Context: an optimization exercise on an open-source flow, tuned for a short achievable clock period and few clock cycles. The choices shown serve that exercise and are no tape-out recipe.
RTL that was checked went through simulation tests only; none was proved equivalent to the original.
Only the layout flow was run in run 1; the RTL was not checked for function there.
Power and IR drop assume default switching activity.

==> flow/design.v <==
`timescale 1ns / 1ps
module MCU_add8(a, b, s, cout);
parameter CIN = 1'b0;
input  [7:0] a, b;
output [7:0] s;
output       cout;
wire [7:0] p0 = a ^ b;
wire       cin = CIN;
wire [7:0] g0 = (a & b) | {7'b0, p0[0] & cin};
wire [7:0] g1, p1, g2, p2, g3;
genvar i;
generate
  for (i = 0; i < 8; i = i + 1) begin : l1
    if (i >= 1) begin : x
      assign g1[i] = g0[i] | (p0[i] & g0[i-1]);
      assign p1[i] = p0[i] & p0[i-1];
    end else begin : y
      assign g1[i] = g0[i];
      assign p1[i] = p0[i];
    end
  end
  for (i = 0; i < 8; i = i + 1) begin : l2
    if (i >= 2) begin : x
      assign g2[i] = g1[i] | (p1[i] & g1[i-2]);
      assign p2[i] = p1[i] & p1[i-2];
    end else begin : y
      assign g2[i] = g1[i];
      assign p2[i] = p1[i];
    end
  end
  for (i = 0; i < 8; i = i + 1) begin : l3
    if (i >= 4) begin : x
      assign g3[i] = g2[i] | (p2[i] & g2[i-4]);
    end else begin : y
      assign g3[i] = g2[i];
    end
  end
endgenerate
assign s    = p0 ^ {g3[6:0], cin};
assign cout = g3[7];
endmodule
module MCU_alu(a, b, a2, b2, sh, mskl, mskr, op_add, op_sub, op_slt, op_and, op_or,
               op_xor, op_not, op_mov, op_shl, op_shr, op_ld, op_in,
               rdata, indata, res, zr, zall);
input  [7:0] a, b, a2, b2;
input  [2:0] sh;
input  [7:0] mskl, mskr;
input        op_add, op_sub, op_slt, op_and, op_or, op_xor, op_not, op_mov,
             op_shl, op_shr, op_ld, op_in;
input  [7:0] rdata, indata;
output [7:0] res;
output       zr;
output       zall;
wire [7:0] sum, diff, fast;
wire       c_add, c_sub;
MCU_add8 #(.CIN(1'b0)) u_add (.a(a), .b(b),  .s(sum),  .cout(c_add));
MCU_add8 #(.CIN(1'b1)) u_sub (.a(a), .b(~b), .s(diff), .cout(c_sub));
MCU_alufast u_fast (.a(a2), .b(b2), .sh(sh), .op_and(op_and), .op_or(op_or),
                    .op_xor(op_xor), .op_not(op_not), .op_mov(op_mov),
                    .op_shl(op_shl), .op_shr(op_shr), .y(fast));
MCU_resmix u_mix (.fast(fast), .sum(sum), .diff(diff), .c_sub(c_sub),
                  .op_add(op_add), .op_sub(op_sub), .op_slt(op_slt), .res(res));
MCU_aluzero u_zero (.a(a2), .b(b2), .mskl(mskl), .mskr(mskr), .c_sub(c_sub),
                    .op_add(op_add), .op_sub(op_sub), .op_slt(op_slt),
                    .op_and(op_and), .op_or(op_or), .op_xor(op_xor),
                    .op_not(op_not), .op_mov(op_mov), .op_shl(op_shl),
                    .op_shr(op_shr), .op_ld(op_ld), .op_in(op_in),
                    .rdata(rdata), .indata(indata), .zr(zr), .zall(zall));
endmodule
module MCU_alufast(a, b, sh, op_and, op_or, op_xor, op_not, op_mov, op_shl,
                   op_shr, y);
input  [7:0] a, b;
input  [2:0] sh;
input        op_and, op_or, op_xor, op_not, op_mov, op_shl, op_shr;
output [7:0] y;
wire [7:0] shl = a << sh;
wire [7:0] shr = a >> sh;
assign y = ({8{op_and}} & (a & b))
         | ({8{op_or}}  & (a | b))
         | ({8{op_xor}} & (a ^ b))
         | ({8{op_not}} & ~a)
         | ({8{op_mov}} & a)
         | ({8{op_shl}} & shl)
         | ({8{op_shr}} & shr);
endmodule
module MCU_resmix(fast, sum, diff, c_sub, op_add, op_sub, op_slt, res);
input  [7:0] fast, sum, diff;
input        c_sub, op_add, op_sub, op_slt;
output [7:0] res;
assign res = fast
           | ({8{op_add}} & sum)
           | ({8{op_sub}} & diff)
           | {7'b0, op_slt & ~c_sub};
endmodule
module MCU_aluzero(a, b, mskl, mskr, c_sub, op_add, op_sub, op_slt, op_and,
                   op_or, op_xor, op_not, op_mov, op_shl, op_shr, op_ld, op_in,
                   rdata, indata, zr, zall);
input  [7:0] a, b, mskl, mskr;
input        c_sub, op_add, op_sub, op_slt, op_and, op_or, op_xor, op_not,
             op_mov, op_shl, op_shr, op_ld, op_in;
input  [7:0] rdata, indata;
output       zr, zall;
wire z_add = ~|((a ^ b) ^ {a[6:0] | b[6:0], 1'b0});
wire z_eq  = ~|(a ^ b);
assign zr = (op_add & z_add)
          | (op_sub & z_eq)
          | (op_and & ~|(a & b))
          | (op_or  & ~|(a | b))
          | (op_xor & z_eq)
          | (op_not & (&a))
          | (op_mov & ~|a)
          | (op_shl & ~|(a & mskl))
          | (op_shr & ~|(a & mskr));
assign zall = zr
            | (op_slt & c_sub)
            | (op_ld  & ~|rdata)
            | (op_in  & ~|indata);
endmodule
module MCU_opsel(res, rdata, indata, oth, s_res, s_ld, s_in, s_oth, y);
input  [7:0] res, rdata, indata, oth;
input        s_res, s_ld, s_in, s_oth;
output [7:0] y;
assign y = ({8{s_res}} & res) | ({8{s_ld}} & rdata) | ({8{s_in}} & indata)
         | ({8{s_oth}} & oth);
endmodule
`timescale 1ns / 1ps
module MCU_pcsel(ra, rd, ri, t, p1, p2, jra, jrd, jri, e1, e2, e3, e4, bok,
                 c00, c01, c10, c11, k0, k1);
input  [7:0] ra, rd, ri, t, p1, p2;
input        jra, jrd, jri, e1, e2, e3, e4, bok;
output [7:0] c00, c01, c10, c11;    
output       k0, k1;                
wire jr = jra | jrd | jri;
wire tk0 = e1 | e3;                 
wire tk1 = e1 | e2;                 
wire fx1 = e4;                      
assign c00 = tk0 ? t : p1;
assign c10 = (tk1 | fx1) ? t : p1;
assign c01 = ~bok ? c00 : (tk0 ? t : p2);
assign c11 = ~bok ? c10 : ((tk1 | fx1) ? t : p2);
assign k0 = bok & (jr | tk0);
assign k1 = bok & (jr | tk1) & ~fx1;
endmodule
module MCU_jsel(ra, rd, ri, jra, jrd, jri, c0, c1, j0, j1);
input  [7:0] ra, rd, ri, c0, c1;
input        jra, jrd, jri;
output [7:0] j0, j1;
wire       jr = jra | jrd | jri;
wire [7:0] r = ({8{jra}} & ra) | ({8{jrd}} & rd) | ({8{jri}} & ri);
assign j0 = r | ({8{~jr}} & c0);
assign j1 = r | ({8{~jr}} & c1);
endmodule
module MCU_zsel(z, c00, c01, c10, c11, k0, k1, c0, c1, k);
input        z, k0, k1;
input  [7:0] c00, c01, c10, c11;
output [7:0] c0, c1;
output       k;
assign c0 = z ? c10 : c00;
assign c1 = z ? c11 : c01;
assign k  = z ? k1 : k0;
endmodule
module MCU_bsel(b, c0, c1, k1, pc, kill);
input  [7:0] c0, c1;
input        b, k1;
output [7:0] pc;
output       kill;
assign pc   = b ? c1 : c0;
assign kill = b & k1;
endmodule
module MCU_isbr(op, y);
input  [4:0] op;
output       y;
assign y = (op[4:1] == 4'b0101) | (op == 5'b01100) | (op[4:1] == 4'b1001);
endmodule
`timescale 1ns / 1ps
module MCU(clk,reset,imem_addr,imem_data,dmem_addr,dmem_we,dmem_wdata,dmem_rdata,
           in_data,out_we,out_addr,out_data);
input clk,reset;
output [7:0] imem_addr;
input [16:0] imem_data;
output [7:0] dmem_addr;
output dmem_we;
output [7:0] dmem_wdata;
input [7:0] dmem_rdata;
input [7:0] in_data;
output out_we;
output [7:0] out_addr, out_data;
localparam [4:0] OP_ADD = 5'b00001, OP_ANI = 5'b00010, OP_ADI = 5'b00011,
                 OP_SUB = 5'b00100, OP_SLT = 5'b00101, OP_NOT = 5'b00110,
                 OP_LD  = 5'b00111, OP_ST  = 5'b01000, OP_MOV = 5'b01001,
                 OP_JMP = 5'b01010, OP_JMR = 5'b01011, OP_JML = 5'b01100,
                 OP_ORI = 5'b01101, OP_XOR = 5'b01110, OP_SHL = 5'b01111,
                 OP_SHR = 5'b10001, OP_BZ  = 5'b10010, OP_BNZ = 5'b10011,
                 OP_IN  = 5'b10100, OP_OUT = 5'b10101;
reg [7:0]  pc_f;         
reg [7:0]  pc_o;         
reg        kill_f;       
reg [16:0] ir_d;         
reg [7:0]  pc1_d;        
reg        kill_d;       
reg [7:0]  a_ex, b_ex;   
reg [7:0]  a2_ex, b2_ex;   
reg [7:0]  q_addr;       
reg [7:0]  q_wdata;      
reg [2:0]  sh_ex;
reg [7:0]  mskl_ex, mskr_ex;   
reg [2:0]  da_ex;
reg        rw_ex, mw_ex, out_ex;
reg        add_ex, sub_ex, slt_ex, and_ex, or_ex, xor_ex, not_ex, mov_ex,
           shl_ex, shr_ex, ld_ex, in_ex;
reg        bz_ex, bnz_ex, jr_ex, jpc_ex;
reg        pend_ex;      
reg [7:0]  t_ex;         
reg [7:0]  t1_ex;        
reg        az_ex;        
reg        fc_v;         
reg [7:0]  fc_key;       
reg [7:0]  fc_s;         
reg [7:0]  fc_t;         
reg [7:0]  fc_x3;        
reg [2:0]  fc_r;         
reg        fc_pol;       
reg        fold_f;       
reg        fold_v;       
reg        fv_pred;      
reg        pf_en;        
reg [7:0]  pf_key, pf_s, pf_t, pf_x3;
reg [2:0]  pf_r;
reg        pf_pol;
reg        fw_a_r, fw_e_r, fslowa_r, fslowe_r, frfz_r;
reg        fwd_a_r, fwd_b_r;
reg [7:0]  pa, pb, pt;
reg        pz_a;         
reg        pone_a;       
reg [7:0]  rf [1:7];
reg        rfz [1:7];    
wire [7:0] alu_ex;       
wire [7:0] res_ex;       
wire       zr_ex, zall_ex;
MCU_alu u_alu (.a(a_ex), .b(b_ex), .a2(a2_ex), .b2(b2_ex), .sh(sh_ex), .mskl(mskl_ex), .mskr(mskr_ex),
               .op_add(add_ex), .op_sub(sub_ex), .op_slt(slt_ex), .op_and(and_ex),
               .op_or(or_ex), .op_xor(xor_ex), .op_not(not_ex), .op_mov(mov_ex),
               .op_shl(shl_ex), .op_shr(shr_ex), .op_ld(ld_ex), .op_in(in_ex),
               .rdata(dmem_rdata), .indata(in_data), .res(alu_ex), .zr(zr_ex), .zall(zall_ex));
MCU_opsel u_wb (.res(alu_ex), .rdata(dmem_rdata), .indata(in_data), .oth(8'd0),
                .s_res(~ld_ex & ~in_ex), .s_ld(ld_ex), .s_in(in_ex), .s_oth(1'b0),
                .y(res_ex));
assign dmem_addr  = q_addr;
assign dmem_wdata = q_wdata;
assign dmem_we    = mw_ex;
assign out_addr   = q_addr;
assign out_data   = q_wdata;
assign out_we     = out_ex;
always @(posedge clk)
  if (rw_ex && da_ex != 3'd0) begin
    rf[da_ex]  <= res_ex;
    rfz[da_ex] <= zall_ex;
  end
wire a_ex_zero = az_ex;
wire ex_cond   = (bz_ex & a_ex_zero) | (bnz_ex & ~a_ex_zero);
wire ex_taken  = jpc_ex | jr_ex | ex_cond;
wire take_ex   = kill_d & ex_taken;         
wire recover   = pend_ex & ex_cond;         
wire [4:0] op  = ir_d[16:12];
wire [2:0] da  = ir_d[11:9];
wire [2:0] aa  = ir_d[8:6];
wire [2:0] ba  = ir_d[5:3];
wire [5:0] im  = ir_d[5:0];
wire [2:0] sh  = ir_d[2:0];
reg d_add, d_sub, d_slt, d_and, d_or, d_xor, d_not, d_mov, d_shl, d_shr, d_ld, d_in, d_st, d_out, d_jmp, d_jml, d_jmr, d_bz, d_bnz, d_isbr, d_rw, d_imm, d_sext, d_link, d_dec;
wire [7:0] imm = {{2{d_sext & im[5]}}, im};
wire [7:0] rf_a = pa;     
wire [7:0] rf_b = pb;     
wire ex_wr = rw_ex && (da_ex != 3'd0);
wire fwd_a = fwd_a_r;    
wire fwd_b = fwd_b_r;    
wire [7:0] a_oth = d_link ? pc1_d : rf_a;
wire [7:0] b_oth = d_imm ? imm : rf_b;
wire fa_res = fwd_a & ~ld_ex & ~in_ex, fa_ld = fwd_a & ld_ex, fa_in = fwd_a & in_ex;
wire fb_res = fwd_b & ~ld_ex & ~in_ex, fb_ld = fwd_b & ld_ex, fb_in = fwd_b & in_ex;
wire [7:0] a_val, a2_val, qa_val, b_val, b2_val, qd_val;
MCU_opsel u_sa  (.res(alu_ex), .rdata(dmem_rdata), .indata(in_data), .oth(a_oth),
                 .s_res(fa_res), .s_ld(fa_ld), .s_in(fa_in), .s_oth(~fwd_a), .y(a_val));
MCU_opsel u_sa2 (.res(alu_ex), .rdata(dmem_rdata), .indata(in_data), .oth(a_oth),
                 .s_res(fa_res), .s_ld(fa_ld), .s_in(fa_in), .s_oth(~fwd_a), .y(a2_val));
MCU_opsel u_sqa (.res(alu_ex), .rdata(dmem_rdata), .indata(in_data), .oth(a_oth),
                 .s_res(fa_res), .s_ld(fa_ld), .s_in(fa_in), .s_oth(~fwd_a), .y(qa_val));
MCU_opsel u_sb  (.res(alu_ex), .rdata(dmem_rdata), .indata(in_data), .oth(b_oth),
                 .s_res(fb_res), .s_ld(fb_ld), .s_in(fb_in), .s_oth(~fwd_b), .y(b_val));
MCU_opsel u_sb2 (.res(alu_ex), .rdata(dmem_rdata), .indata(in_data), .oth(b_oth),
                 .s_res(fb_res), .s_ld(fb_ld), .s_in(fb_in), .s_oth(~fwd_b), .y(b2_val));
MCU_opsel u_sqd (.res(alu_ex), .rdata(dmem_rdata), .indata(in_data), .oth(b_oth),
                 .s_res(fb_res), .s_ld(fb_ld), .s_in(fb_in), .s_oth(~fwd_b), .y(qd_val));
wire [7:0] t_rel = pt;     
wire       rf_a_zero = pz_a;
wire [2:0] fr   = fc_r;
wire fw_a   = fw_a_r;
wire fw_e   = fw_e_r;
wire fslowa = fslowa_r;
wire fslowe = fslowe_r;
wire unfold = fold_f & (fslowa | fslowe);
wire [7:0] rf_one;
assign rf_one[0] = 1'b0;
genvar gi;
generate
  for (gi = 1; gi < 8; gi = gi + 1) begin : one
    assign rf_one[gi] = (rf[gi] == 8'd1);
  end
endgenerate
wire fdec   = fold_f & fw_a & d_dec & ~fwd_a;
wire fdecz  = pone_a;
wire fpred  = fold_f & fw_a & ~fslowa & ~fdec;      
wire fexe   = fold_f & ~fw_a & fw_e & ~fslowe;      
wire frfz   = frfz_r;
wire fexr   = fold_f & ~fw_a & ~fw_e;               
wire frecover = fold_v & zr_ex;
wire kill_cur = recover | unfold;                   
wire dv    = ~kill_f & ~kill_cur;           
wire defer = fwd_a & (ld_ex | in_ex | slt_ex);   
wire d_pend = dv & (d_bz | d_bnz) & defer;
wire jr = dv & d_jmr & fwd_a;
wire e1 = take_ex | recover | unfold
        | (fpred & fc_pol)
        | (fexr & (fc_pol ? ~frfz : frfz))
        | (fdec & (fc_pol ? ~fdecz : fdecz))
        | (dv & (d_jmp | d_jml | (d_jmr & ~fwd_a)))
        | (dv & ~fwd_a & ((d_bz & rf_a_zero) | (d_bnz & ~rf_a_zero)));
wire e2 = (dv & fwd_a & ~defer & d_bz) | (fexe & ~fc_pol);
wire e3 = (dv & fwd_a & ~defer & d_bnz) | (fexe & fc_pol);
wire ts1 = unfold;                                    
wire ts2 = fold_v & fv_pred;                          
wire ts3 = (fold_v & ~fv_pred) | (fold_f & ~unfold);  
wire ts4 = recover & d_isbr;
wire ts5 = (recover & ~d_isbr) | (take_ex & ~jr_ex);
wire ts6 = take_ex & jr_ex;
wire ts7 = dv & d_jmr;
wire ts8 = ~(ts1 | ts2 | ts3 | ts4 | ts5 | ts6 | ts7);
wire [7:0] t = ({8{ts1}} & (fc_s - 8'd2)) | ({8{ts2}} & fc_x3) | ({8{ts3}} & fc_t)
             | ({8{ts4}} & t1_ex) | ({8{ts5}} & t_ex) | ({8{ts6}} & a2_ex)
             | ({8{ts7}} & rf_a) | ({8{ts8}} & t_rel);
wire [4:0] fop = imem_data[16:12];
wire n_add = (fop == OP_ADD) | (fop == OP_ADI);
wire n_sub = (fop == OP_SUB);
wire n_slt = (fop == OP_SLT);
wire n_and = (fop == OP_ANI);
wire n_or  = (fop == OP_ORI);
wire n_xor = (fop == OP_XOR);
wire n_not = (fop == OP_NOT);
wire n_mov = (fop == OP_MOV) | (fop == OP_JML);
wire n_shl = (fop == OP_SHL);
wire n_shr = (fop == OP_SHR);
wire n_ld  = (fop == OP_LD);
wire n_in  = (fop == OP_IN);
wire n_st  = (fop == OP_ST);
wire n_out = (fop == OP_OUT);
wire n_jmp = (fop == OP_JMP);
wire n_jml = (fop == OP_JML);
wire n_jmr = (fop == OP_JMR);
wire n_bz  = (fop == OP_BZ);
wire n_bnz = (fop == OP_BNZ);
wire n_isbr = n_jmp | n_jml | n_jmr | n_bz | n_bnz;
wire n_rw  = n_add | n_sub | n_slt | n_and | n_or | n_xor | n_not | n_mov |
             n_shl | n_shr | n_ld | n_in;
wire n_imm  = (fop == OP_ANI) | (fop == OP_ORI) | (fop == OP_ADI);
wire n_sext = (fop == OP_ADI);
wire n_link = n_jmp | n_jml;        
wire [2:0] faa = imem_data[8:6];
wire fwd_a_n = d_rw & (da != 3'd0) & (da == imem_data[8:6]) & ~n_link;
wire fwd_b_n = d_rw & (da != 3'd0) & (da == imem_data[5:3]) & ~n_imm;
wire fw_a_n = n_rw & (imem_data[11:9] == fc_r) & (fc_r != 3'd0);
wire fw_e_n = d_rw & (da == fc_r) & (fc_r != 3'd0);
wire f_exw = ex_wr & (da_ex == faa);      
wire [2:0] fba = imem_data[5:3];
wire f_exwb = ex_wr & (da_ex == fba);
wire n_dec  = (fop == OP_ADI) & (imem_data[5:0] == 6'h3F) & ~f_exw;
wire f_br;
MCU_isbr u_isbr (.op(fop), .y(f_br));
wire [7:0] pc_p1 = pc_f + 8'd1;
wire [7:0] pc_p2 = pc_f + 8'd2;
wire fhit = fc_v & (pc_f == fc_key) & ~kill_f & ~kill_d & ~fold_f & ~fold_v &
            ~take_ex & ~recover & ~d_isbr & ~pf_en;
wire [7:0] p1 = fhit ? fc_s : fold_f ? fc_x3 : pc_p1;
wire ffill = dv & (d_bz | d_bnz) & ~defer & im[5] & ~f_br;
wire [7:0] pc_nxt;
wire       kill_nxt;
wire [7:0] pc_c0, pc_c1, pc_c00, pc_c01, pc_c10, pc_c11;
wire       pc_k0, pc_k1z;
wire       pc_k1;
MCU_pcsel u_pcsel (.ra(alu_ex), .rd(dmem_rdata), .ri(in_data), .t(t), .p1(p1), .p2(pc_p2),
                   .jra(jr & ~ld_ex & ~in_ex), .jrd(jr & ld_ex), .jri(jr & in_ex),
                   .e1(e1), .e2(e2), .e3(e3), .e4(fold_v), .bok(~kill_f & ~kill_cur),
                   .c00(pc_c00), .c01(pc_c01), .c10(pc_c10), .c11(pc_c11),
                   .k0(pc_k0), .k1(pc_k1z));
MCU_zsel u_zsel (.z(zr_ex), .c00(pc_c00), .c01(pc_c01), .c10(pc_c10), .c11(pc_c11),
                 .k0(pc_k0), .k1(pc_k1z), .c0(pc_c0), .c1(pc_c1), .k(pc_k1));
wire [7:0] pc_j0, pc_j1;
MCU_jsel u_jsel (.ra(alu_ex), .rd(dmem_rdata), .ri(in_data),
                 .jra(jr & ~ld_ex & ~in_ex), .jrd(jr & ld_ex), .jri(jr & in_ex),
                 .c0(pc_c0), .c1(pc_c1), .j0(pc_j0), .j1(pc_j1));
MCU_bsel u_bsel (.b(f_br), .c0(pc_j0), .c1(pc_j1), .k1(pc_k1), .pc(pc_nxt),
                 .kill(kill_nxt));
wire [7:0] pc_nxt_o;
wire       kill_nxt_o;
MCU_bsel u_bsel_o (.b(f_br), .c0(pc_j0), .c1(pc_j1), .k1(pc_k1), .pc(pc_nxt_o),
                   .kill(kill_nxt_o));
assign imem_addr = pc_o;
wire kd = kill_f | kill_cur | frecover;    
always @(posedge clk or negedge reset)
begin
  if (!reset) begin
    pc_f    <= 8'd0;
    pc_o    <= 8'd0;
    kill_f  <= 1'b0;
    ir_d    <= 17'd0;
    d_add <= 1'b0;
    fwd_a_r <= 1'b0;
    fwd_b_r <= 1'b0;
    d_sub <= 1'b0;
    d_slt <= 1'b0;
    d_and <= 1'b0;
    d_or <= 1'b0;
    d_xor <= 1'b0;
    d_not <= 1'b0;
    d_mov <= 1'b0;
    d_shl <= 1'b0;
    d_shr <= 1'b0;
    d_ld <= 1'b0;
    d_in <= 1'b0;
    d_st <= 1'b0;
    d_out <= 1'b0;
    d_jmp <= 1'b0;
    d_jml <= 1'b0;
    d_jmr <= 1'b0;
    d_bz <= 1'b0;
    d_bnz <= 1'b0;
    d_isbr <= 1'b0;
    d_rw <= 1'b0;
    d_imm <= 1'b0;
    d_sext <= 1'b0;
    d_link <= 1'b0;
    d_dec <= 1'b0;
    kill_d  <= 1'b0;
    rw_ex   <= 1'b0;
    mw_ex   <= 1'b0;
    out_ex  <= 1'b0;
    add_ex  <= 1'b0; sub_ex <= 1'b0; slt_ex <= 1'b0; and_ex <= 1'b0;
    or_ex   <= 1'b0; xor_ex <= 1'b0; not_ex <= 1'b0; mov_ex <= 1'b0;
    shl_ex  <= 1'b0; shr_ex <= 1'b0; ld_ex  <= 1'b0; in_ex  <= 1'b0;
    bz_ex   <= 1'b0; bnz_ex <= 1'b0; jr_ex  <= 1'b0; jpc_ex <= 1'b0;
    pend_ex <= 1'b0;
    fc_v    <= 1'b0;
    fold_f  <= 1'b0;
    fold_v  <= 1'b0;
    pf_en   <= 1'b0;
  end else begin
    pc_f    <= pc_nxt;
    pc_o    <= pc_nxt_o;
    kill_f  <= kill_nxt;
    ir_d    <= (kill_f | kill_cur | frecover) ? 17'd0 : imem_data;
    d_add <= kd ? 1'b0 : n_add;
    fwd_a_r <= kd ? 1'b0 : fwd_a_n;
    fwd_b_r <= kd ? 1'b0 : fwd_b_n;
    d_sub <= kd ? 1'b0 : n_sub;
    d_slt <= kd ? 1'b0 : n_slt;
    d_and <= kd ? 1'b0 : n_and;
    d_or <= kd ? 1'b0 : n_or;
    d_xor <= kd ? 1'b0 : n_xor;
    d_not <= kd ? 1'b0 : n_not;
    d_mov <= kd ? 1'b0 : n_mov;
    d_shl <= kd ? 1'b0 : n_shl;
    d_shr <= kd ? 1'b0 : n_shr;
    d_ld <= kd ? 1'b0 : n_ld;
    d_in <= kd ? 1'b0 : n_in;
    d_st <= kd ? 1'b0 : n_st;
    d_out <= kd ? 1'b0 : n_out;
    d_jmp <= kd ? 1'b0 : n_jmp;
    d_jml <= kd ? 1'b0 : n_jml;
    d_jmr <= kd ? 1'b0 : n_jmr;
    d_bz <= kd ? 1'b0 : n_bz;
    d_bnz <= kd ? 1'b0 : n_bnz;
    d_isbr <= kd ? 1'b0 : n_isbr;
    d_rw <= kd ? 1'b0 : n_rw;
    d_imm <= kd ? 1'b0 : n_imm;
    d_sext <= kd ? 1'b0 : n_sext;
    d_link <= kd ? 1'b0 : n_link;
    d_dec <= kd ? 1'b0 : n_dec;
    kill_d  <= kill_f | kill_cur | frecover;
    fold_f  <= fhit & ~f_br;
    fold_v  <= fpred;
    pf_en   <= ffill;
    if (pf_en) fc_v <= 1'b1;
    rw_ex   <= d_rw;
    mw_ex   <= d_st;
    out_ex  <= d_out;
    add_ex  <= d_add; sub_ex <= d_sub; slt_ex <= d_slt; and_ex <= d_and;
    or_ex   <= d_or;  xor_ex <= d_xor; not_ex <= d_not; mov_ex <= d_mov;
    shl_ex  <= d_shl; shr_ex <= d_shr; ld_ex  <= d_ld;  in_ex  <= d_in;
    bz_ex   <= d_bz;  bnz_ex <= d_bnz; jr_ex  <= d_jmr; jpc_ex <= d_jmp | d_jml;
    pend_ex <= d_pend;
  end
end
always @(posedge clk)
begin
  pc1_d   <= pc_p1;
  fw_a_r   <= fw_a_n;
  fw_e_r   <= fw_e_n;
  fslowa_r <= fw_a_n & (n_ld | n_in | n_slt);
  fslowe_r <= ~fw_a_n & fw_e_n & (d_ld | d_in | d_slt);
  frfz_r   <= (fc_r == 3'd0) ? 1'b1 : (ex_wr & (da_ex == fc_r)) ? zall_ex : rfz[fc_r];
  pa      <= (faa == 3'd0) ? 8'd0 : f_exw ? res_ex : rf[faa];
  pb      <= (fba == 3'd0) ? 8'd0 : f_exwb ? res_ex : rf[fba];
  pt      <= pc_p1 + {{2{imem_data[5]}}, imem_data[5:0]};
  pz_a    <= (faa == 3'd0) ? 1'b1 : f_exw ? zall_ex : rfz[faa];
  pone_a  <= (faa != 3'd0) & rf_one[faa];
  fv_pred <= fc_pol;
  pf_key  <= pc1_d - 8'd2;
  pf_s    <= pc_f;
  pf_t    <= t_rel;
  pf_x3   <= pc_p1;
  pf_r    <= aa;
  pf_pol  <= d_bnz;
  if (pf_en) begin
    fc_key <= pf_key;
    fc_s   <= pf_s;
    fc_t   <= pf_t;
    fc_x3  <= pf_x3;
    fc_r   <= pf_r;
    fc_pol <= pf_pol;
  end
  da_ex   <= da;
  a_ex    <= a_val;
  b_ex    <= b_val;
  a2_ex   <= a2_val;
  b2_ex   <= b2_val;
  q_addr  <= qa_val;
  q_wdata <= qd_val;
  sh_ex   <= sh;
  mskl_ex <= 8'hFF >> sh;
  mskr_ex <= 8'hFF << sh;
  t_ex    <= t_rel;
  az_ex   <= d_link ? (pc1_d == 8'd0) : fwd_a ? zall_ex : rf_a_zero;
  t1_ex   <= t_rel + 8'd1;
end
endmodule
==> flow/flow/run.sh <==
#!/bin/bash
set -euo pipefail
bash standard.sh SETUP_SLACK_MARGIN=5.5 MATCH_CELL_FOOTPRINT=0 \
  "BUFFER_PORTS_ARGS=-buffer_cell sky130_fd_sc_hd__buf_4" finish > standard_flow.log 2>&1
==> flow/standard.sh <==
#!/bin/bash
# synth_recipe.tcl (not shown) runs the flow's synth.tcl, then flattens the netlist and writes it again
# the make line also repeats each setting of config.mk as NAME=value (left out here)
make -C /OpenROAD-flow-scripts/flow DESIGN_CONFIG=/design/flow/config.mk WORK_HOME=/design/flow/orfs CLKGATE_MAP_FILE= SYNTH_SCRIPT=/design/flow/synth_recipe.tcl "${@:-finish}"
==> flow/config.mk <==
export PLATFORM = sky130hd
export DESIGN_NAME = MCU
export DESIGN_NICKNAME = MCU
export VERILOG_FILES = /design/flow/design.v
export SDC_FILE = /design/flow/constraint.sdc
export NUM_CORES = 4
export LEC_CHECK = 0
export ABC_CLOCK_PERIOD_IN_PS = 2000
export CAP_MARGIN = 20
export CORE_MARGIN = 2
export CORE_UTILIZATION = 40
export SLEW_MARGIN = 20
export SYNTH_HIERARCHICAL = 1
export TNS_END_PERCENT = 100
==> flow/constraint.sdc <==
create_clock -name core_clock -period 8.0 [get_ports {clk}]
set_input_delay 1.6000 -clock core_clock [delete_from_list [all_inputs] [get_ports {clk}]]
set_output_delay 1.6000 -clock core_clock [all_outputs]
set_load 0.01 [all_outputs]
==> run summary, run 1 <==
hold-fix buffers at CTS 0; met2 Resource Use GR slightly below 40%; Fin Clk Skew 0.0291 ns; worst flop-to-flop path startpoint b_ex[0]$_DFF_P_; register containing the most flip-flops in the final layout rf; worst reg-to-reg setup slack between 4 and 5 ns; critical path arrival approximately 3.5 ns; die width 215 um; Ys Warns 7; outcome finished clean; CTS clock-pin slew for the worst setup and hold paths around 0.07 ns; RSZ-0062 raised after global routing yes; total of buffers placed on input and output ports 76; clock latency on the worst-skew pair ~0.57 ns; Slowest Stage Delay on Critical Path between 0.3 and 0.4 ns; maximum net fanout on the critical path 2; crit end category register; crit share post-route a little under two fifths; final hold slack approximately 0.34 ns; slowest stage cell on the critical path sky130_fd_sc_hd__a221o_2; Pins Over Slew Limit 0; router iterations before antenna repair 8; count of cells along the worst register-to-register path 14; leakage power summed over all cells 0.00909 uW; total negative slack for setup checks 0 ns; overall die area 46200 um^2; number of cells produced by synthesis ~1600; number of antenna violations at the first check in global routing 1; I/O Pins 77; Worst IR Drop VDD about 0.15 mV; level count of the clock H-tree 2; critical path, cell by cell inv_2 -> inv_2 -> ha_4 -> fa_2 -> nor2b_4 -> o21ai_2 -> a21oi_2 -> a211oi_2 -> xnor2_1 -> a221o_2 -> a222oi_1 -> buf_4 -> o21ai_2 -> mux2_4; largest registers rf x64, ir_d x12; area added between synthesis and finish 28.3%; share of final-layout standard cells stronger than drive strength 1 a little over 40%; number of global-route vias before repair around 14000; detailed-route wire length per cell roughly 24 um; clock tree sinks 326; DRC marker count from the first detailed-route iteration 1774; critical path's top delay family compound AO/OA/AOI/OAI gates; critical path capture point pc_f[6]$_DFF_PN0_; DRT antenna net count 0; starting density of the core 40.4%; max FFs per register 64; worst-case headroom to the max-slew limit between 20% and 30%; type of the setup path with the least slack register to register; global-route wire length before repair around 86000 um; global-route layer with the greatest usage met2; summed instance area of the synthesized netlist 17800 um^2; overall fraction of global-route tracks in use between 20 and 25%; post-route DRC violation count 0; Critical R2R Capture pc_f[6]$_DFF_PN0_; met1 Track Usage GR between 30% and 40%; FMAX about 330 MHz; TritonCTS clock tree built; half-perimeter wire length after placement 37200 um; Tightest Pin Transition approximately 1.1 ns; maximum number of pins on one net before global-route repair 71; final weighted congestion in routability-driven placement roughly 0.90; worst setup path start b_ex[0]$_DFF_P_; fraction of met3 tracks used by global routing approximately 5.0%; power density normalized to cell area between 200 and 300 nW/um^2; antenna diode instance count 0; Clk Tree Root Cell sky130_fd_sc_hd__clkbuf_16; class of the most critical hold timing path register to register; Required @ worst endpoint between 8 and 9 ns; final hold vios 0; Die Height 215 um; number of core rows 77; MaxCap Viol Count 0; total wire length after detailed routing 58000 um; critical path launch point type register; Crit path depth 14; core box area between 40000 and 50000 um^2; number of endpoints failing setup at the final stage 0; number of vias per cell a little under 6; number of buffers inserted during clock tree synthesis 37; shortest period the worst path allows 3.02 ns; net count of the finished layout 1879; largest buffer count on any clock path 3; Filler Cells Inserted approximately 3800; post-layout worst setup margin roughly 5.0 ns; vias after detailed routing ~14000; worst setup timing slack at the placement stage slightly above 4 ns; mean post-synth cell area ~11 um^2; count of buffering cells on the critical path with inverters included 3; Overflow after GRT 0
[cell usage in the layout, fill, tap and decap left out, types with 17 or more instances in the layout]
cell                          n
sky130_fd_sc_hd__a21oi_1     23
sky130_fd_sc_hd__a222oi_1    19
sky130_fd_sc_hd__a22oi_1     64
sky130_fd_sc_hd__a22oi_2     55
sky130_fd_sc_hd__buf_4      120
sky130_fd_sc_hd__buf_6       85
sky130_fd_sc_hd__clkbuf_16   44
sky130_fd_sc_hd__conb_1      19
sky130_fd_sc_hd__dfrtp_1     69
sky130_fd_sc_hd__dfxtp_1     95
sky130_fd_sc_hd__dfxtp_2     24
sky130_fd_sc_hd__dfxtp_4     19
sky130_fd_sc_hd__edfxtp_1   107
sky130_fd_sc_hd__ha_1        33
sky130_fd_sc_hd__ha_4        21
sky130_fd_sc_hd__inv_1       94
sky130_fd_sc_hd__mux2_2      38
sky130_fd_sc_hd__mux2_4      33
sky130_fd_sc_hd__mux2i_1     35
sky130_fd_sc_hd__mux4_2      34
sky130_fd_sc_hd__nand2_1     99
sky130_fd_sc_hd__nand2b_1    17
sky130_fd_sc_hd__nand3_1     26
sky130_fd_sc_hd__nor2_1      58
sky130_fd_sc_hd__nor3_1      18
sky130_fd_sc_hd__o21ai_0     29
sky130_fd_sc_hd__o21ai_1     32
sky130_fd_sc_hd__o21ai_2     23
sky130_fd_sc_hd__xnor2_1     42
sky130_fd_sc_hd__xor2_1      27
[per-stage QoR]
| stage | instance area (um^2) | std cells | utilization, % | power, uW |
|---|---|---|---|---|
| 4_1_cts | 21700 | 2358 | 49.1 | 6010 |
| 6_report | 22900 | 2401 | 51.8 | 6220 |
| 5_1_grt | 22900 | 2401 | 51.8 | 6500 |
| 3_3_place_gp | 18600 | 2189 | 42.2 | 3910 |
| 2_1_floorplan | 18100 | 1621 | - | 3430 |
| 3_5_place_dp | 18600 | 2189 | 42.2 | 3950 |
[worst min-delay path by stage]
stage / startpoint / to / depth (start not counted)
floorplan: ir_d[6]$_DFF_PN0_ / pf_r[0]$_DFF_P_ / 0
detailed placement: ir_d[6]$_DFF_PN0_ / pf_r[0]$_DFF_P_ / 0
global route: ir_d[6]$_DFF_PN0_ / pf_r[0]$_DFF_P_ / 0
global placement: ir_d[7]$_DFF_PN0_ / pf_r[1]$_DFF_P_ / 0
finish: d_not$_DFF_PN0_ / not_ex$_DFF_PN0_ / 0
CTS: d_not$_DFF_PN0_ / not_ex$_DFF_PN0_ / 0
[per-layer routing]
metal  up-vias  share of wire [%]
li1       6277                  -
met1      7002                 40
met2       721                 47
met3       162                8.5
met4         2                4.4
met5         -              0.021
[where the power goes]
group          total, uW  internal (uW)  switching [uW]
clock               1750           1030             722
combinational       2130           1070            1060
sequential          2330           2040             293
total               6220           4140            2070
[area by class of cell]
class	count	area [um^2]	share of cell area, %
inverter	116	463	2.02
timing repair buffer	225	2260	9.87
multi-input combinational	1075	10000	43.8
tap	592	741	3.24
clock buffer	48	1090	4.75
clock inverter	19	169	0.739
sequential	326	8130	35.5
[repair_timing]
| item | CTS | global route |
|---|---|---|
| pin swaps | 71 | 112 |
| endpoints found under the setup margin | 239 | 224 |
| resized for setup | 261 | 193 |
| cloned | 7 | 4 |
| setup buffers | 95 | 39 |
==> run 2, diff against run 1 <==
--- a/flow/design.v
+++ b/flow/design.v
@@ -124,13 +124,11 @@
          | ({8{s_oth}} & oth);
 endmodule
 `timescale 1ns / 1ps
-module MCU_pcsel(ra, rd, ri, t, p1, p2, jra, jrd, jri, e1, e2, e3, e4, bok,
-                 c00, c01, c10, c11, k0, k1);
-input  [7:0] ra, rd, ri, t, p1, p2;
-input        jra, jrd, jri, e1, e2, e3, e4, bok;
+module MCU_pcsel(t, p1, p2, e1, e2, e3, e4, bok, c00, c01, c10, c11, k0, k1);
+input  [7:0] t, p1, p2;
+input        e1, e2, e3, e4, bok;
 output [7:0] c00, c01, c10, c11;    
 output       k0, k1;                
-wire jr = jra | jrd | jri;
 wire tk0 = e1 | e3;                 
 wire tk1 = e1 | e2;                 
 wire fx1 = e4;                      
@@ -138,17 +136,8 @@
 assign c10 = (tk1 | fx1) ? t : p1;
 assign c01 = ~bok ? c00 : (tk0 ? t : p2);
 assign c11 = ~bok ? c10 : ((tk1 | fx1) ? t : p2);
-assign k0 = bok & (jr | tk0);
-assign k1 = bok & (jr | tk1) & ~fx1;
-endmodule
-module MCU_jsel(ra, rd, ri, jra, jrd, jri, c0, c1, j0, j1);
-input  [7:0] ra, rd, ri, c0, c1;
-input        jra, jrd, jri;
-output [7:0] j0, j1;
-wire       jr = jra | jrd | jri;
-wire [7:0] r = ({8{jra}} & ra) | ({8{jrd}} & rd) | ({8{jri}} & ri);
-assign j0 = r | ({8{~jr}} & c0);
-assign j1 = r | ({8{~jr}} & c1);
+assign k0 = bok & tk0;
+assign k1 = bok & tk1 & ~fx1;
 endmodule
 module MCU_zsel(z, c00, c01, c10, c11, k0, k1, c0, c1, k);
 input        z, k0, k1;
@@ -260,7 +249,7 @@
 wire ex_cond   = (bz_ex & a_ex_zero) | (bnz_ex & ~a_ex_zero);
 wire ex_taken  = jpc_ex | jr_ex | ex_cond;
 wire take_ex   = kill_d & ex_taken;         
-wire recover   = pend_ex & ex_cond;         
+wire recover   = pend_ex & (ex_cond | jr_ex);   
 wire [4:0] op  = ir_d[16:12];
 wire [2:0] da  = ir_d[11:9];
 wire [2:0] aa  = ir_d[8:6];
@@ -317,8 +306,7 @@
 wire kill_cur = recover | unfold;                   
 wire dv    = ~kill_f & ~kill_cur;           
 wire defer = fwd_a & (ld_ex | in_ex | slt_ex);   
-wire d_pend = dv & (d_bz | d_bnz) & defer;
-wire jr = dv & d_jmr & fwd_a;
+wire d_pend = dv & (((d_bz | d_bnz) & defer) | (d_jmr & fwd_a));
 wire e1 = take_ex | recover | unfold
         | (fpred & fc_pol)
         | (fexr & (fc_pol ? ~frfz : frfz))
@@ -330,14 +318,15 @@
 wire ts1 = unfold;                                    
 wire ts2 = fold_v & fv_pred;                          
 wire ts3 = (fold_v & ~fv_pred) | (fold_f & ~unfold);  
-wire ts4 = recover & d_isbr;
-wire ts5 = (recover & ~d_isbr) | (take_ex & ~jr_ex);
-wire ts6 = take_ex & jr_ex;
+wire ts4 = recover & ~jr_ex & d_isbr;
+wire ts5 = (recover & ~jr_ex & ~d_isbr) | (take_ex & ~jr_ex);
+wire ts6 = (take_ex & jr_ex) | (recover & jr_ex & ~d_isbr);
+wire ts9 = recover & jr_ex & d_isbr;
 wire ts7 = dv & d_jmr;
-wire ts8 = ~(ts1 | ts2 | ts3 | ts4 | ts5 | ts6 | ts7);
+wire ts8 = ~(ts1 | ts2 | ts3 | ts4 | ts5 | ts6 | ts7 | ts9);
 wire [7:0] t = ({8{ts1}} & (fc_s - 8'd2)) | ({8{ts2}} & fc_x3) | ({8{ts3}} & fc_t)
              | ({8{ts4}} & t1_ex) | ({8{ts5}} & t_ex) | ({8{ts6}} & a2_ex)
-             | ({8{ts7}} & rf_a) | ({8{ts8}} & t_rel);
+             | ({8{ts7}} & rf_a) | ({8{ts8}} & t_rel) | ({8{ts9}} & (a2_ex + 8'd1));
 wire [4:0] fop = imem_data[16:12];
 wire n_add = (fop == OP_ADD) | (fop == OP_ADI);
 wire n_sub = (fop == OP_SUB);
@@ -386,22 +375,17 @@
 wire [7:0] pc_c0, pc_c1, pc_c00, pc_c01, pc_c10, pc_c11;
 wire       pc_k0, pc_k1z;
 wire       pc_k1;
-MCU_pcsel u_pcsel (.ra(alu_ex), .rd(dmem_rdata), .ri(in_data), .t(t), .p1(p1), .p2(pc_p2),
-                   .jra(jr & ~ld_ex & ~in_ex), .jrd(jr & ld_ex), .jri(jr & in_ex),
+MCU_pcsel u_pcsel (.t(t), .p1(p1), .p2(pc_p2),
                    .e1(e1), .e2(e2), .e3(e3), .e4(fold_v), .bok(~kill_f & ~kill_cur),
                    .c00(pc_c00), .c01(pc_c01), .c10(pc_c10), .c11(pc_c11),
                    .k0(pc_k0), .k1(pc_k1z));
 MCU_zsel u_zsel (.z(zr_ex), .c00(pc_c00), .c01(pc_c01), .c10(pc_c10), .c11(pc_c11),
                  .k0(pc_k0), .k1(pc_k1z), .c0(pc_c0), .c1(pc_c1), .k(pc_k1));
-wire [7:0] pc_j0, pc_j1;
-MCU_jsel u_jsel (.ra(alu_ex), .rd(dmem_rdata), .ri(in_data),
-                 .jra(jr & ~ld_ex & ~in_ex), .jrd(jr & ld_ex), .jri(jr & in_ex),
-                 .c0(pc_c0), .c1(pc_c1), .j0(pc_j0), .j1(pc_j1));
-MCU_bsel u_bsel (.b(f_br), .c0(pc_j0), .c1(pc_j1), .k1(pc_k1), .pc(pc_nxt),
+MCU_bsel u_bsel (.b(f_br), .c0(pc_c0), .c1(pc_c1), .k1(pc_k1), .pc(pc_nxt),
                  .kill(kill_nxt));
 wire [7:0] pc_nxt_o;
 wire       kill_nxt_o;
-MCU_bsel u_bsel_o (.b(f_br), .c0(pc_j0), .c1(pc_j1), .k1(pc_k1), .pc(pc_nxt_o),
+MCU_bsel u_bsel_o (.b(f_br), .c0(pc_c0), .c1(pc_c1), .k1(pc_k1), .pc(pc_nxt_o),
                    .kill(kill_nxt_o));
 assign imem_addr = pc_o;
 wire kd = kill_f | kill_cur | frecover;    
==> run 2 against run 1 <==
  * Utilization is 1.7 points lower
  * First-iteration DRC count fell by 19%
  * Routed wire length fell by 5.7%
  * Die area barely moved
  * Global-route usage shrank 1.0 points
  * Final area decreased by 3.4%
  * Combinational power decreased by 5%
  * Still clean
  * Clock-buffer cell count up 3
  * Area after synthesis about the same
  * Critical path depth down 2
  * Clock power down 6%
==> run summary, run 2 <==
outcome finished clean; most common cell after layout, fill and taps aside sky130_fd_sc_hd__buf_4; power density normalized to cell area 271 nW/um^2; crit end category register; maximum net fanout on the critical path 3; vias after detailed routing about 14000; max FFs per register 64; final weighted congestion in routability-driven placement just over 0.9; net count of the finished layout between 1500 and 2000; Crit path depth 12; overall die area around 46000 um^2; type of the setup path with the least slack register to register; shortest period the worst path allows ~2.8 ns; final hold vios 0; global-route wire length before repair a little over 80000 um; register containing the most flip-flops in the final layout rf; level count of the clock H-tree 2; core box area 44100 um^2; post-route DRC violation count 0; die width 215 um; Tightest Pin Transition between 1 and 1.5 ns; critical path, cell by cell inv_2 -> ha_4 -> fa_2 -> nor2b_4 -> o21ai_2 -> a21oi_2 -> a211oi_2 -> xnor2_1 -> a221o_2 -> a22oi_2 -> nand2_4 -> buf_12; critical path arrival 3.07 ns; largest buffer count on any clock path 3; clock tree sinks ~330; largest registers rf x64, ir_d x12; number of global-route vias before repair 13400; TritonCTS clock tree built; CTS clock-pin slew for the worst setup and hold paths around 0.06 ns; DRT antenna net count 0; worst-case headroom to the max-slew limit between 20% and 30%; Pins Over Slew Limit 0; mean post-synth cell area 11.3 um^2; total wire length after detailed routing between 50000 and 60000 um; I/O Pins between 70 and 80; post-layout total power 5990 uW; Overflow after GRT 0; highest-count cells in the layout ignoring fill and taps sky130_fd_sc_hd__buf_4, sky130_fd_sc_hd__edfxtp_1, sky130_fd_sc_hd__dfxtp_1; total of buffers placed on input and output ports between 70 and 80; half-perimeter wire length after placement 36300 um; router iterations before antenna repair 6; total negative slack for setup checks 0 ns; critical path launch point type register; starting density of the core between 40 and 50%; summed instance area of the synthesized netlist around 18000 um^2; MaxCap Viol Count 0; area added between synthesis and finish 23.9%; hold-fix buffers at CTS 0; overall fraction of global-route tracks in use about 23%; maximum number of pins on one net before global-route repair 64; number of endpoints failing setup at the final stage 0; number of antenna violations at the first check in global routing 4; DRC marker count from the first detailed-route iteration 1434; RSZ-0062 raised after global routing yes; Fin Clk Skew about 0.022 ns; detailed-route wire length per cell roughly 23 um; Worst IR Drop VDD 0.169 mV; count of buffering cells on the critical path with inverters included 2; number of buffers inserted during clock tree synthesis 35; clock latency on the worst-skew pair between 0.5 and 0.6 ns; number of vias per cell 5.75; Slowest Stage Delay on Critical Path ~0.45 ns; Clk Tree Root Cell sky130_fd_sc_hd__clkbuf_16; slowest stage cell on the critical path sky130_fd_sc_hd__a221o_2; class of the most critical hold timing path register to register; FMAX around 360 MHz; critical path's top delay family compound AO/OA/AOI/OAI gates; crit share post-route 34.6%; Ys Warns 7; worst hold path stage count 0; number of cells produced by synthesis approximately 1600; number of core rows 77; Die Height around 220 um; leakage power summed over all cells roughly 0.0088 uW; Required @ worst endpoint ~8.3 ns; count of cells along the worst register-to-register path 12; share of final-layout standard cells stronger than drive strength 1 a little under two fifths
-- run 2: changes by cell type in the layout (fill, tap and decap cells not counted), moves of 8 or more --
cell,change
sky130_fd_sc_hd__and3_1,+16
sky130_fd_sc_hd__buf_4,-8
sky130_fd_sc_hd__buf_6,-19
sky130_fd_sc_hd__ha_1,+8
sky130_fd_sc_hd__nor2_1,+17
sky130_fd_sc_hd__nor2_4,-9
sky130_fd_sc_hd__nor4_4,-8
sky130_fd_sc_hd__o21ai_2,-17
sky130_fd_sc_hd__xnor2_1,+15
sky130_fd_sc_hd__xor2_1,-11
-- run 2: stage by stage --
| stage | util [%] | setup slack, ns | hold WS, ns | cell area (um^2) | cells |
|---|---|---|---|---|---|
| finish | 50.1 | 5.23 | 0.346 | 22100 | 2350 |
| global route | 50.1 | 5.12 | 0.348 | 22100 | 2348 |
| CTS | 48.2 | 5.25 | 0.341 | 21300 | 2307 |
| detailed placement | 42.2 | 4.31 | 0.330 | 18600 | 2164 |
| global placement | 42.2 | 4.44 | 0.326 | 18600 | 2164 |
| floorplan | - | 4.99 | 0.324 | 18100 | 1596 |
-- run 2: final cells by class --
cell class	instances	area (um^2)
Antenna cell	3	7.51
Clock buffer	51	1030
Clock inverter	13	141
Fill cell	3888	22000
Inverter	101	388
Multi-Input combinational cell	1065	9690
Sequential cell	326	8120
Tap cell	592	741
Timing Repair Buffer	198	1980
Timing Repair inverter	1	5.00
-- run 2: report_power, final --
part	switching [uW]	leakage, uW	internal [uW]	total, uW
Sequential	300	0.00318	2040	2340
Clock	670	0.000568	966	1640
Combinational	983	0.00501	1040	2020
-- run 2: worst paths after layout --
kind / start / to / slack (ns)
hold / removal: d_not$_DFF_PN0_ / not_ex$_DFF_PN0_ / 0.35
max in group asynchronous: reset / ld_ex$_DFF_PN0_ / 5.88
setup reg to reg: a_ex[0]$_DFF_P_ / rf[7][6]$_DFFE_PP_ / 5.23
setup / recovery: a_ex[0]$_DFF_P_ / rf[7][6]$_DFFE_PP_ / 5.23
hold reg to reg: d_not$_DFF_PN0_ / not_ex$_DFF_PN0_ / 0.35
min in group asynchronous: reset / kill_f$_DFF_PN0_ / 0.93
-- run 2: per-layer routing --
metal,GRT usage (%),up-vias,routed length [um]
li1,-,6129,-
met5,0,-,13
met2,36.8,596,25400
met1,30.0,6650,22500
met3,4.73,143,4130
met4,11.1,2,2610
-- run 2: repair_timing --
| action | in CTS | in global routing |
|---|---|---|
| resized for setup | 227 | 115 |
| endpoints found under the setup margin | 239 | 185 |
| gates cloned | 9 | 0 |
| pin swaps | 74 | 81 |
| endpoints found under the hold margin | 0 | 0 |
| buffers inserted | 70 | 40 |
Testbench counts of run 2, summed over its fixed seeds: cycles 136,101.
==> run 3, diff against run 2 <==
--- a/flow/design.v
+++ b/flow/design.v
@@ -4,7 +4,22 @@
 input  [7:0] a, b;
 output [7:0] s;
 output       cout;
+wire [7:0] p, c;
+MCU_pfx8 #(.CIN(CIN)) u_pfx (.a(a), .b(b), .p(p), .c(c), .cout(cout));
+MCU_xor8 u_xor (.p(p), .c(c), .s(s));
+endmodule
+module MCU_xor8(p, c, s);
+input  [7:0] p, c;
+output [7:0] s;
+assign s = p ^ c;
+endmodule
+module MCU_pfx8(a, b, p, c, cout);
+parameter CIN = 1'b0;
+input  [7:0] a, b;
+output [7:0] p, c;
+output       cout;
 wire [7:0] p0 = a ^ b;
+assign p = p0;
 wire       cin = CIN;
 wire [7:0] g0 = (a & b) | {7'b0, p0[0] & cin};
 wire [7:0] g1, p1, g2, p2, g3;
@@ -36,7 +51,7 @@
     end
   end
 endgenerate
-assign s    = p0 ^ {g3[6:0], cin};
+assign c    = {g3[6:0], cin};
 assign cout = g3[7];
 endmodule
 module MCU_alu(a, b, a2, b2, sh, mskl, mskr, op_add, op_sub, op_slt, op_and, op_or,
==> flow/flow/run.sh (replaced) <==
#!/bin/bash
set -euo pipefail
bash standard.sh SETUP_SLACK_MARGIN=5.8 MATCH_CELL_FOOTPRINT=0 \
  "BUFFER_PORTS_ARGS=-buffer_cell sky130_fd_sc_hd__buf_4" finish > standard_flow.log 2>&1
==> run 3 against run 2 <==
  * Via count increased by 4.7%
  * Area after synthesis decreased by 0.83%
  * Maximum frequency decreased by 2.3%
  * Critical endpoint is now pc_f[4]$_DFF_PN0_
  * Largest cell class unchanged
==> run summary, run 3 <==
area of all placed cells without fillers ~24000 um^2; core box area roughly 44000 um^2; instance count after placement with tap cells included between 2000 and 2500; DRT antenna net count 0; outcome finished clean; register containing the most flip-flops in the final layout rf; Fin Clk Skew 0.0291 ns; Overflow after GRT 0; maximum number of pins on one net before global-route repair 55; number of endpoints failing setup at the final stage 0; post-route DRC violation count 0; final hold vios 0; maximum net fanout on the critical path 11; largest buffer count on any clock path 3; power density normalized to cell area around 260 nW/um^2; vias after detailed routing about 14000; Tightest Pin Transition between 1 and 1.5 ns; level count of the clock H-tree 2; highest-count cells in the layout ignoring fill and taps sky130_fd_sc_hd__buf_4, sky130_fd_sc_hd__edfxtp_1, sky130_fd_sc_hd__dfxtp_1, sky130_fd_sc_hd__buf_6, sky130_fd_sc_hd__nand2_1; Pins Over Slew Limit 0; total of buffers placed on input and output ports 76; overall fraction of global-route tracks in use around a quarter; router iterations before antenna repair 8; DRC marker count from the first detailed-route iteration between 1000 and 1500; number of global-route vias before repair 13800; net count of the finished layout between 1500 and 2000; largest registers rf x64, ir_d x12; beginning of the worst hold path ir_d[7]$_DFF_PN0_; crit share post-route roughly 35%; final weighted congestion in routability-driven placement 0.921; MaxCap Viol Count 0; starting density of the core between 40% and 50%; CTS clock-pin slew for the worst setup and hold paths 0.06 ns; total negative slack for setup checks 0 ns; share of final-layout standard cells stronger than drive strength 1 between 40% and 50%; type of the setup path with the least slack register to register; number of buffers inserted during clock tree synthesis 36; TritonCTS clock tree built; class of the most critical hold timing path register to register; number of vias per cell 5.88; number of antenna violations at the first check in global routing 1; area added between synthesis and finish 34.2%; placed inst area 18700 um^2; critical path arrival ~3.3 ns; shortest period the worst path allows approximately 2.8 ns; clock tree sinks approximately 330; overall die area 45900 um^2; half-perimeter wire length after placement between 30000 and 40000 um; Worst IR Drop VDD roughly 0.20 mV; Clk Tree Root Cell sky130_fd_sc_hd__clkbuf_16; worst flop-to-flop path startpoint pend_ex$_DFF_PN0_; number of cells produced by synthesis between 1500 and 2000; total wire length after detailed routing between 50000 and 60000 um; critical path launch point type register; Ys Warns 7; RSZ-0062 raised after global routing yes; mean post-synth cell area approximately 11 um^2; worst-case headroom to the max-slew limit roughly a quarter; number of core rows 77; detailed-route wire length per cell around 24 um; crit end category register; clock latency on the worst-skew pair between 0.5 and 0.6 ns; FMAX between 300 and 400 MHz; count of non-filler cells in the finished layout 2406; worst setup path start pend_ex$_DFF_PN0_; global-route wire length before repair approximately 85000 um; max FFs per register between 60 and 70; post-layout total power around 6300 uW; Required @ worst endpoint 8.43 ns; I/O Pins between 70 and 80; Die Height 214 um; summed instance area of the synthesized netlist ~18000 um^2; die width 214 um; most common cell after layout, fill and taps aside sky130_fd_sc_hd__buf_4; leakage power summed over all cells 0.00945 uW; final hold slack approximately 0.33 ns
## run 3: critical path: stages, from the launching register on
cell	delay, ns
sky130_fd_sc_hd__dfrtp_2	0.37
sky130_fd_sc_hd__buf_4	0.13
sky130_fd_sc_hd__a21o_1	0.16
sky130_fd_sc_hd__a211oi_4	0.06
sky130_fd_sc_hd__buf_6	0.13
sky130_fd_sc_hd__buf_4	0.20
sky130_fd_sc_hd__and2_2	0.26
sky130_fd_sc_hd__a22o_1	0.24
sky130_fd_sc_hd__a211o_1	0.28
sky130_fd_sc_hd__o31ai_1	0.13
sky130_fd_sc_hd__o21ai_1	0.18
sky130_fd_sc_hd__mux2_4	0.31
sky130_fd_sc_hd__mux2_4	0.28
## run 3: report_power, final
group | switching [uW] | leakage [uW] | internal (uW)
sequential | 309 | 0.00318 | 2040
clock | 686 | 0.000621 | 1110
combinational | 1020 | 0.00565 | 1110
## run 3: layer usage
metal	part of all wire (%)	global-route usage, %	vias up
met4	4.2	9.44	0
li1	-	-	6241
met1	41	32.0	7070
met2	48	39.6	694
met5	0	0	-
met3	6.8	2.94	144
## run 3: through the flow
stage	setup slack, ns	utilization, %
2_1_floorplan	4.99	-
3_3_place_gp	4.41	42.6
3_5_place_dp	4.34	42.6
4_1_cts	5.30	52.0
5_1_grt	5.13	54.0
6_report	5.17	54.0
## run 3: final cells by class
cell class	instances	area, um^2
well taps	592	741
diodes	1	2.50
multi-input cells	1063	10300
clock inverters	18	264
clock buffers	48	1030
fillers	3674	20200
flip-flops and latches	326	8120
repair buffers	265	2870
repair inverters	1	5.00
inverters	92	374
## run 3: path summary, 6_finish.rpt
| path | to | slack, ns | cells past startpoint |
|---|---|---|---|
| worst max-delay path | pc_f[4]$_DFF_PN0_ | 5.17 | 12 |
| worst min-delay path | pf_r[1]$_DFF_P_ | 0.33 | 0 |
| worst max register to register | pc_f[4]$_DFF_PN0_ | 5.17 | 12 |
| worst min register to register | pf_r[1]$_DFF_P_ | 0.33 | 0 |
| max in group asynchronous | pf_en$_DFF_PN0_ | 6.11 | 2 |
| min in group asynchronous | pc_o[3]$_DFF_PN0_ | 0.98 | 1 |
## run 3: timing repair
action	4_1_cts	5_1_grt
pin swaps	164	95
setup endpoints to repair	245	245
setup buffers	126	46
hold buffers	0	0
hold endpoints to repair	0	0
gates cloned	14	2
resized for setup	392	101
Testbench counts of run 3, summed over its fixed seeds: cycles 136,101.
==> run 4, diff against run 3 <==
==> flow/flow/run.sh (replaced) <==
#!/bin/bash
set -euo pipefail
bash standard.sh SETUP_SLACK_MARGIN=5.5 MATCH_CELL_FOOTPRINT=0 \
  "BUFFER_PORTS_ARGS=-buffer_cell sky130_fd_sc_hd__buf_4" finish > standard_flow.log 2>&1
--- a/flow/config.mk
+++ b/flow/config.mk
@@ -8,7 +8,7 @@
 export ABC_CLOCK_PERIOD_IN_PS = 2000
 export CAP_MARGIN = 20
 export CORE_MARGIN = 2
-export CORE_UTILIZATION = 40
+export CORE_UTILIZATION = 55
 export SLEW_MARGIN = 20
 export SYNTH_HIERARCHICAL = 1
 export TNS_END_PERCENT = 100
==> run 4 against run 3 <==
  * Die area shrank 27%
  * Sequential share of layout area grew 2.3 points
  * Hold slack gained 0.0077 ns
  * Final area shrank 6.2%
  * Synthesized cell count is the same
  * Power shrank 4.0%
  * Largest power group unchanged
==> run summary, run 4 <==
level count of the clock H-tree 2; CTS clock-pin slew for the worst setup and hold paths roughly 0.06 ns; final hold slack about 0.34 ns; die width ~180 um; Tightest Pin Transition roughly 1.1 ns; Pins Over Slew Limit 0; I/O Pins 77; total negative slack for setup checks 0 ns; number of core rows 65; max FFs per register 64; overall die area ~34000 um^2; power density normalized to cell area 270 nW/um^2; clock latency on the worst-skew pair 0.53 ns; worst-case headroom to the max-slew limit ~27%; number of antenna violations at the first check in global routing 0; antenna diode instance count 0; largest registers rf x64, ir_d x12; final weighted congestion in routability-driven placement 0.918; type of the setup path with the least slack register to register; total of buffers placed on input and output ports 76; Required @ worst endpoint roughly 8.4 ns; area of all placed cells without fillers 22300 um^2; post-route DRC violation count 0; Clk Tree Root Cell sky130_fd_sc_hd__clkbuf_16; number of cells produced by synthesis 1570; shortest period the worst path allows 2.76 ns; leakage power summed over all cells between 0.009 and 0.01 uW; Fin Clk Skew ~0.018 ns; critical path launch point type register; global-route wire length before repair approximately 82000 um; total wire length after detailed routing approximately 54000 um; final hold vios 0; DRT antenna net count 0; placed inst area roughly 18000 um^2; register containing the most flip-flops in the final layout rf; mean post-synth cell area roughly 11 um^2; Ys Warns 7; critical path arrival between 3 and 4 ns; outcome finished clean; overall fraction of global-route tracks in use 32.2%; hold-fix buffers at CTS 0; number of global-route vias before repair ~13000; net count of the finished layout 1826; crit share post-route 34.5%; class of the most critical hold timing path register to register; Worst IR Drop VDD roughly 0.19 mV; Die Height 183 um; crit end category register; count of non-filler cells in the finished layout about 2200; MaxCap Viol Count 0; half-perimeter wire length after placement 35200 um; share of the core filled with cells 70.4%; highest-count cells in the layout ignoring fill and taps sky130_fd_sc_hd__buf_4, sky130_fd_sc_hd__edfxtp_1, sky130_fd_sc_hd__nand2_1, sky130_fd_sc_hd__dfxtp_1, sky130_fd_sc_hd__inv_1; router iterations before antenna repair 8; DRC marker count from the first detailed-route iteration 1523; number of vias per cell about 6.3; maximum net fanout on the critical path 3; vias after detailed routing between 10000 and 15000; RSZ-0062 raised after global routing yes; share of final-layout standard cells stronger than drive strength 1 a little under 40%; number of buffers inserted during clock tree synthesis 37; core box area between 30000 and 40000 um^2; clock tree sinks around 330; instance count after placement with tap cells included 1961; starting density of the core a little under three fifths; largest buffer count on any clock path 3; maximum number of pins on one net before global-route repair 46; summed instance area of the synthesized netlist between 15000 and 20000 um^2; TritonCTS clock tree built; most common cell after layout, fill and taps aside sky130_fd_sc_hd__buf_4; detailed-route wire length per cell 25.2 um; number of endpoints failing setup at the final stage 0; FMAX about 360 MHz; area added between synthesis and finish 25.9%; Overflow after GRT 0
[run 4: per-stage QoR]
stage	setup WS (ns)	total power (uW)
floorplan	4.99	3370
global placement	4.17	3820
detailed placement	4.15	3850
CTS	5.23	5820
global route	5.18	6280
finish	5.24	6010
[run 4: cell type report]
type | count | area [um^2]
Multi-Input combinational cell | 1061 | 9850
Inverter | 92 | 359
Timing Repair inverter | 1 | 5.00
Clock inverter | 18 | 118
Tap cell | 402 | 503
Fill cell | 2263 | 9370
Timing Repair Buffer | 210 | 2200
Sequential cell | 326 | 8120
Clock buffer | 50 | 1110
[run 4: path summary, 6_finish.rpt]
kind	from	to	slack, ns	cells past startpoint
setup / recovery	a_ex[1]$_DFF_P_	pa[7]$_SDFF_PN0_	5.24	11
hold / removal	ir_d[7]$_DFF_PN0_	pf_r[1]$_DFF_P_	0.34	0
setup reg to reg	a_ex[1]$_DFF_P_	pa[7]$_SDFF_PN0_	5.24	11
hold reg to reg	ir_d[7]$_DFF_PN0_	pf_r[1]$_DFF_P_	0.34	0
max in group asynchronous	reset	fold_v$_DFF_PN0_	5.87	2
min in group asynchronous	reset	kill_f$_DFF_PN0_	1.04	1
[run 4: power breakdown]
part / switching, uW / internal [uW] / total [uW] / leakage (uW)
Combinational: 969 / 1020 / 1990 / 0.00520
Sequential: 293 / 2040 / 2330 / 0.00318
Clock: 708 / 989 / 1700 / 0.000626
Total: 1970 / 4040 / 6010 / 0.00901
[run 4: what timing repair did]
item                       in CTS  in global routing
setup buffers                  90                 24
gates resized for setup       266                131
setup endpoints to repair     240                193
gates cloned                   13                  3
pin swaps                      83                 79
[run 4: per-layer routing]
layer	global-route usage [%]	up-vias	routed length, um
met2	53.7	591	26400
met5	0	-	0
met1	43.4	6800	22800
li1	-	6114	-
met3	4.98	136	3510
met4	10.2	0	1730
[run 4: critical path, cell delays in order, from the launching register on]
cell and delay, ns:
sky130_fd_sc_hd__dfxtp_4 0.36, sky130_fd_sc_hd__ha_4 0.25, sky130_fd_sc_hd__a211oi_4 0.27, sky130_fd_sc_hd__o31ai_4 0.10
sky130_fd_sc_hd__a21o_1 0.27, sky130_fd_sc_hd__a21o_2 0.23, sky130_fd_sc_hd__xor2_1 0.14, sky130_fd_sc_hd__a221o_2 0.40
sky130_fd_sc_hd__a22oi_2 0.18, sky130_fd_sc_hd__nand2_2 0.12, sky130_fd_sc_hd__mux2i_2 0.20, sky130_fd_sc_hd__nor2_1 0.09
==> run 5, diff against run 4 <==
--- a/flow/config.mk
+++ b/flow/config.mk
@@ -8,7 +8,7 @@
 export ABC_CLOCK_PERIOD_IN_PS = 2000
 export CAP_MARGIN = 20
 export CORE_MARGIN = 2
-export CORE_UTILIZATION = 55
+export CORE_UTILIZATION = 30
 export SLEW_MARGIN = 20
 export SYNTH_HIERARCHICAL = 1
 export TNS_END_PERCENT = 100
==> run 5 against run 4 <==
  * Largest cell class unchanged
  * Still clean on timing, DRC and antenna
  * First-iteration DRC count grew 3.2%
  * Highest routed layer is now met5
  * Via count hardly changed
  * Die area increased by 81%
  * Sequential cell count unchanged
  * Hold slack improved by 0.0025 ns
==> run summary, run 5 <==
most common cell after layout, fill and taps aside sky130_fd_sc_hd__buf_4; total negative slack for setup checks 0 ns; core box area roughly 59000 um^2; Worst IR Drop VDD 0.200 mV; clock latency on the worst-skew pair between 0.5 and 0.6 ns; largest registers rf x64, ir_d x12; final hold vios 0; maximum net fanout on the critical path 6; level count of the clock H-tree 2; post-route DRC violation count 0; mean post-synth cell area around 11 um^2; number of endpoints failing setup at the final stage 0; number of antenna violations at the first check in global routing 3; global-route wire length before repair 80600 um; MaxCap Viol Count 0; CTS clock-pin slew for the worst setup and hold paths around 0.06 ns; Clk Tree Root Cell sky130_fd_sc_hd__clkbuf_16; total wire length after detailed routing between 50000 and 60000 um; Ys Warns 7; overall die area between 60000 and 70000 um^2; final weighted congestion in routability-driven placement 0.925; TritonCTS clock tree built; outcome finished clean; DRC marker count from the first detailed-route iteration roughly 1600; clock tree sinks approximately 330; largest buffer count on any clock path 3; register containing the most flip-flops in the final layout rf; area added between synthesis and finish 26.4%; worst setup timing slack at the placement stage 4.35 ns; number of vias per cell about 5.4; Pins Over Slew Limit 0; hold-fix buffers at CTS 0; crit end category register; crit share post-route between 30% and 40%; Slowest Stage Delay on Critical Path between 0.4 and 0.5 ns; post-layout worst setup margin 5.23 ns; type of the setup path with the least slack register to register; Die Height roughly 250 um; number of buffers inserted during clock tree synthesis 35; CP dominant cell by count sky130_fd_sc_hd__mux2_4; power density normalized to cell area around 270 nW/um^2; share of final-layout standard cells stronger than drive strength 1 approximately 37%; number of global-route vias before repair roughly 14000; worst reg-to-reg setup slack about 5.2 ns; critical path arrival between 3 and 4 ns; class of the most critical hold timing path register to register; I/O Pins between 70 and 80; FMAX around 360 MHz; Required @ worst endpoint 8.40 ns; vias after detailed routing between 10000 and 15000; maximum number of pins on one net before global-route repair 66; slowest stage cell on the critical path sky130_fd_sc_hd__a222oi_1; RSZ-0062 raised after global routing yes; critical path launch point type register; Tightest Pin Transition around 1.2 ns; Overflow after GRT 0; net count of the finished layout roughly 1800; total of buffers placed on input and output ports 76; worst-case headroom to the max-slew limit 19.8%; die width 247 um; summed instance area of the synthesized netlist 17700 um^2; detailed-route wire length per cell around 22 um; shortest period the worst path allows about 2.8 ns; starting density of the core 30.1%; number of cells produced by synthesis ~1600; DRT antenna net count 0; Fin Clk Skew roughly 0.015 ns; half-perimeter wire length after placement between 30000 and 40000 um; max FFs per register between 60 and 70; router iterations before antenna repair 6; overall fraction of global-route tracks in use between 10% and 20%; number of core rows 89; critical path, cell by cell mux2_4 -> and4b_4 -> buf_4 -> a222oi_1 -> nand4_1 -> o21ai_2 -> o21ai_0 -> mux2_4 -> mux2_4; leakage power summed over all cells about 0.0089 uW; highest-count cells in the layout ignoring fill and taps sky130_fd_sc_hd__buf_4, sky130_fd_sc_hd__edfxtp_1, sky130_fd_sc_hd__dfxtp_1
==> run 5: cell type report <==
cell class	instances	area, um^2
clock inverter	9	128
timing repair buffer	205	2130
sequential	326	8120
fill	5475	36300
multi-input combinational	1060	9600
antenna	1	2.50
tap	773	967
clock buffer	54	1060
inverter	92	348
==> run 5: metrics by stage <==
stage	total power [uW]	utilization, %	instances	cell area [um^2]	hold WS [ns]
final	5970	38.1	2520	22400	0.343
after global routing	6230	38.1	2520	22400	0.350
after CTS	5780	36.5	2481	21400	0.344
after detailed placement	3870	31.8	2333	18700	0.330
after global placement	3830	31.8	2333	18700	0.330
after floorplan	3370	-	1587	18000	0.324
==> run 5: worst max-delay path: cells and delay by family, from the launching register on <==
| family | cells | cell delay (ns) |
|---|---|---|
| buffers and inverters | 1 | 0.14 |
| and+or+nand+nor | 2 | 0.56 |
| AOI/OAI and AO/OA | 3 | 0.71 |
| DFF | 1 | 0.34 |
| muxes | 3 | 0.90 |
==> run 5: path summary, 6_finish.rpt <==
check                               endpoint              start  depth (start not counted)
min reg2reg                  pf_r[2]$_DFF_P_  ir_d[8]$_DFF_PN0_                          0
max in group asynchronous    pf_en$_DFF_PN0_              reset                          2
min in group asynchronous  pc_f[7]$_DFF_PN0_              reset                          1
max                        pc_o[0]$_DFF_PN0_      az_ex$_DFF_P_                          9
max reg2reg                pc_o[0]$_DFF_PN0_      az_ex$_DFF_P_                          9
min                          pf_r[2]$_DFF_P_  ir_d[8]$_DFF_PN0_                          0
==> run 5: timing repair <==
action | CTS | global route
pin swaps | 57 | 76
buffers inserted | 78 | 33
cloned | 7 | 4
endpoints found under the hold margin | 0 | 0
endpoints found under the setup margin | 240 | 202
gates resized for setup | 208 | 138
==> run 5: per-layer routing <==
layer	up-vias	track usage (%)	part of all wire (%)
li1	6092	-	-
met1	6743	21.6	41
met2	642	29.3	48
met3	174	2.82	6.5
met4	2	7.46	4.6
met5	-	0	0.029
==> run 5: power by group <==
group          leakage (uW)  total (uW)  internal [uW]  switching [uW]
combinational       0.00511        1980           1020             960
sequential          0.00319        2330           2040             294
clock              0.000575        1660           1010             652
total               0.00887        5970           4060            1910

Re-timed with assumed drivers on the ports (clkbuf_16 on the clock, buf_2 on other inputs), run 5 has 5.232 ns of setup slack against 5.232 ns with ideal ports, and 4.741 ns once port delays also move by the mid clock arrival of 0.579 ns.
